Source: an optimization exercise on an open RTL-to-GDS flow (aim: small area). Production flows keep margins and buffers that such runs may drop.
RTL that was checked went through simulation tests only; none was proved equivalent to the original.
Power and IR drop assume default switching activity.

## oak
// top_module
module top_module (
    input  wire         clk,
    input  wire         rst,
    input  wire         white_turn,
    input  wire [7:0]   col_in,
    output reg  [2:0]   row_addr,
    output reg          row_addr_en,
    output wire [255:0] piece_values,
    output reg          move_executed,
    output reg          invalid_move,
    output reg  [2:0]   start_row,
    output reg  [2:0]   start_col,
    output reg  [2:0]   end_row,
    output reg  [2:0]   end_col,
    output reg  [3:0]   lifted_piece
);
export LEC_CHECK = 0
export ABC_AREA = 1
export CAP_MARGIN = 10
export CORE_MARGIN = 2
export CORE_UTILIZATION = 65
export SLEW_MARGIN = 10
create_clock -name core_clock -period 12.0 [get_ports {clk}]
standard.sh (not shown) runs the stock make flow with config.mk's settings and CLKGATE_MAP_FILE= SYNTH_SCRIPT=/design/flow/synth_recipe.tcl, a recipe that flattens the netlist after the stock synthesis.
==> flow/flow/run.sh <==
#!/bin/bash
# Own layout flow: the standard flow (standard.sh) with three changes that
# only affect how the layout is made:
#  1. Yosys's ABC step maps the logic with an area-oriented script
#     (flow/abc_area.script) instead of ORFS's, and adders are left to ABC
#     instead of being mapped to half/full-adder cells; the rest of the
#     synthesis, and so every register, is the standard one.
#  2. Ports are buffered with the smallest buffer (buf_1).
#  3. Clock tree synthesis without dummy loads, with smaller buffers and
#     larger sink clusters.
# Each step's full output goes to a log file in this folder.
set -euo pipefail
w=$(pwd)
rm -rf "$w/sd"
cp -r "$FLOW_HOME/scripts" "$w/sd"
cp "$w/flow/abc_area.script" "$w/sd/abc_area.script"
export SCRIPTS_DIR="$w/sd"
export ABC_AREA=1
export ADDER_MAP_FILE=
bash standard.sh synth > "$w/synth.log" 2>&1
export BUFFER_PORTS_ARGS="-buffer_cell sky130_fd_sc_hd__buf_1"
export CTS_ARGS="-sink_clustering_enable -repair_clock_nets -dont_use_dummy_load -sink_clustering_size 12 -sink_clustering_max_diameter 60 -buf_list {sky130_fd_sc_hd__clkbuf_8}"
bash standard.sh finish > "$w/layout.log" 2>&1
==> flow/flow/abc_area.script <==
&get -n
&st
&dch -f
&nf -R 1000
&put
topo
Modified inputs, pine compared to oak
--- a/flow/flow/run.sh
+++ b/flow/flow/run.sh
@@ -21,3 +21,3 @@
 export BUFFER_PORTS_ARGS="-buffer_cell sky130_fd_sc_hd__buf_1"
-export CTS_ARGS="-sink_clustering_enable -repair_clock_nets -dont_use_dummy_load -sink_clustering_size 12 -sink_clustering_max_diameter 60 -buf_list {sky130_fd_sc_hd__clkbuf_8}"
+export CTS_ARGS="-sink_clustering_enable -repair_clock_nets -dont_use_dummy_load -sink_clustering_size 14 -sink_clustering_max_diameter 60 -buf_list {sky130_fd_sc_hd__clkbuf_8}"
 bash standard.sh finish > "$w/layout.log" 2>&1
Notes after the runs:
pine against oak: cell area shows no meaningful change, internal power summed over all cells shows a reduction of about 0.9%.
Compared to oak, pine reaches a lower achievable clock.
For birch, these inputs were changed with respect to pine:
--- a/flow/flow/run.sh
+++ b/flow/flow/run.sh
@@ -21,3 +21,3 @@
 export BUFFER_PORTS_ARGS="-buffer_cell sky130_fd_sc_hd__buf_1"
-export CTS_ARGS="-sink_clustering_enable -repair_clock_nets -dont_use_dummy_load -sink_clustering_size 14 -sink_clustering_max_diameter 60 -buf_list {sky130_fd_sc_hd__clkbuf_8}"
+export CTS_ARGS="-sink_clustering_enable -repair_clock_nets -dont_use_dummy_load -sink_clustering_size 10 -sink_clustering_max_diameter 60 -buf_list {sky130_fd_sc_hd__clkbuf_8}"
 bash standard.sh finish > "$w/layout.log" 2>&1
--- a/flow/config.mk
+++ b/flow/config.mk
@@ -10,3 +10,3 @@
 export CORE_MARGIN = 2
-export CORE_UTILIZATION = 65
+export CORE_UTILIZATION = 55
 export SLEW_MARGIN = 10
### Flow results
Looking at tap cell count across birch and pine, the one that comes out higher is birch. birch and pine ended up with nearly the same power attributed to sequential cells. From pine to birch the numbers moved as follows: utilization after layout went down, smallest setup slack after layout increased 0.71 ns, xor and xnor fraction of the mapped netlist area stayed essentially flat. In terms of post-CTS setup buffer count, birch and pine differ only marginally. birch has final standard cell count with taps included and fillers excluded above what pine had.

* * *

Setup of red:
Another version of the RTL of top_module (not shown whole).
Size in the first run: ~370 flip-flops, about 18000 um2 of cells after synthesis.
export LEC_CHECK = 0
export ABC_AREA = 1
export CAP_MARGIN = 0
export CORE_MARGIN = 2
export CORE_UTILIZATION = 55
export SLEW_MARGIN = 0
create_clock -name core_clock -period 12.0 [get_ports {clk}]
==> flow/flow/run.sh <==
#!/bin/bash
# Own layout flow: the standard flow (standard.sh) with three changes that
# only affect how the layout is made:
#  1. Yosys's ABC step maps the logic with an area-oriented script
#     (flow/abc_area.script) instead of ORFS's; the rest of the synthesis,
#     and so every register, is the standard one.
#  2. Ports are buffered with the smallest buffer (buf_1).
#  3. Clock tree synthesis without dummy loads and with smaller buffers.
# Each step's full output goes to a log file in this folder.
set -euo pipefail
w=$(pwd)
rm -rf "$w/sd"
cp -r "$FLOW_HOME/scripts" "$w/sd"
cp "$w/flow/abc_area.script" "$w/sd/abc_area.script"
export SCRIPTS_DIR="$w/sd"
export ABC_AREA=1
bash standard.sh synth > "$w/synth.log" 2>&1
export BUFFER_PORTS_ARGS="-buffer_cell sky130_fd_sc_hd__buf_1"
export CTS_ARGS="-sink_clustering_enable -repair_clock_nets -dont_use_dummy_load -sink_clustering_size 24 -buf_list {sky130_fd_sc_hd__clkbuf_4}"
bash standard.sh finish > "$w/layout.log" 2>&1
Scripts as last shown in full above: flow/flow/abc_area.script
Nothing crashed in red and all stages finished; the problem is that the final layout failed, the offending checks being max-slew violations.
Setup changes, red to blue
diff --git a/flow/flow/run.sh b/flow/flow/run.sh
--- a/flow/flow/run.sh
+++ b/flow/flow/run.sh
@@ -18,3 +18,3 @@
 export BUFFER_PORTS_ARGS="-buffer_cell sky130_fd_sc_hd__buf_1"
-export CTS_ARGS="-sink_clustering_enable -repair_clock_nets -dont_use_dummy_load -sink_clustering_size 24 -buf_list {sky130_fd_sc_hd__clkbuf_4}"
+export CTS_ARGS="-sink_clustering_enable -repair_clock_nets -dont_use_dummy_load -buf_list {sky130_fd_sc_hd__clkbuf_2 sky130_fd_sc_hd__clkbuf_4}"
 bash standard.sh finish > "$w/layout.log" 2>&1
As for a clean layout from blue and red, there is none. Nothing crashed in blue and all stages finished; the problem is that the final layout failed, the offending checks being max-slew violations. Although it ran to completion, red produced a layout that fails the final checks because of max-slew violations. Delta (blue minus red): share of the clock period used by the worst path ~0 delta, final total power held, number of cells on the worst hold path about even, post-route cell area about even. Taking red as the reference, in blue number of cells produced by synthesis held, area added between synthesis and finish held. blue and red ended up with nearly the same non-clock buffer count in the final layout. Between blue and red, the clock-pin transition on the worst setup and hold timing paths figures differ only marginally. Re multi-input combinational cell area: no difference whatsoever between blue and red.
Function was not checked in any run of this note: the RTL went through the layout flow alone.

static timing again, ports no longer ideal:
No port has a modelled driver above. Below, the same layouts with a new extraction and two added sets of constraints. Step 1 (the two cells are an assumption about what drives the block):
set clk [get_ports {clk}]
set_driving_cell -lib_cell sky130_fd_sc_hd__clkbuf_16 $clk
set_driving_cell -lib_cell sky130_fd_sc_hd__buf_2 [delete_from_list [all_inputs] $clk]
Step 2 moves the port delays by t, midway between the first and last clock arrival at a register: inputs arrive t later, outputs are due t later. That takes back most of the time a late clock gives input paths. a / b / c = ideal / step 1 / step 2; a / b = the first two.
run | shift t [ns] | setup WS [ns] | worst hold slack (ns) | worst slew at a driven data input, ns
oak | 0.601 | 4.467 / 4.467 / 4.467 | 0.504 / 0.504 / 0.504 | 0.03
pine | 0.590 | 4.382 / 4.382 / 4.382 | 0.502 / 0.502 / 0.502 | 0.03
birch | 0.606 | 5.092 / 5.092 / 5.092 | 0.487 / 0.487 / 0.487 | 0.03
red | 0.861 | 5.494 / 5.494 / 5.494 | 0.471 / 0.471 / 0.471 | 0.03
blue | 0.861 | 5.494 / 5.494 / 5.494 | 0.471 / 0.471 / 0.471 | 0.03
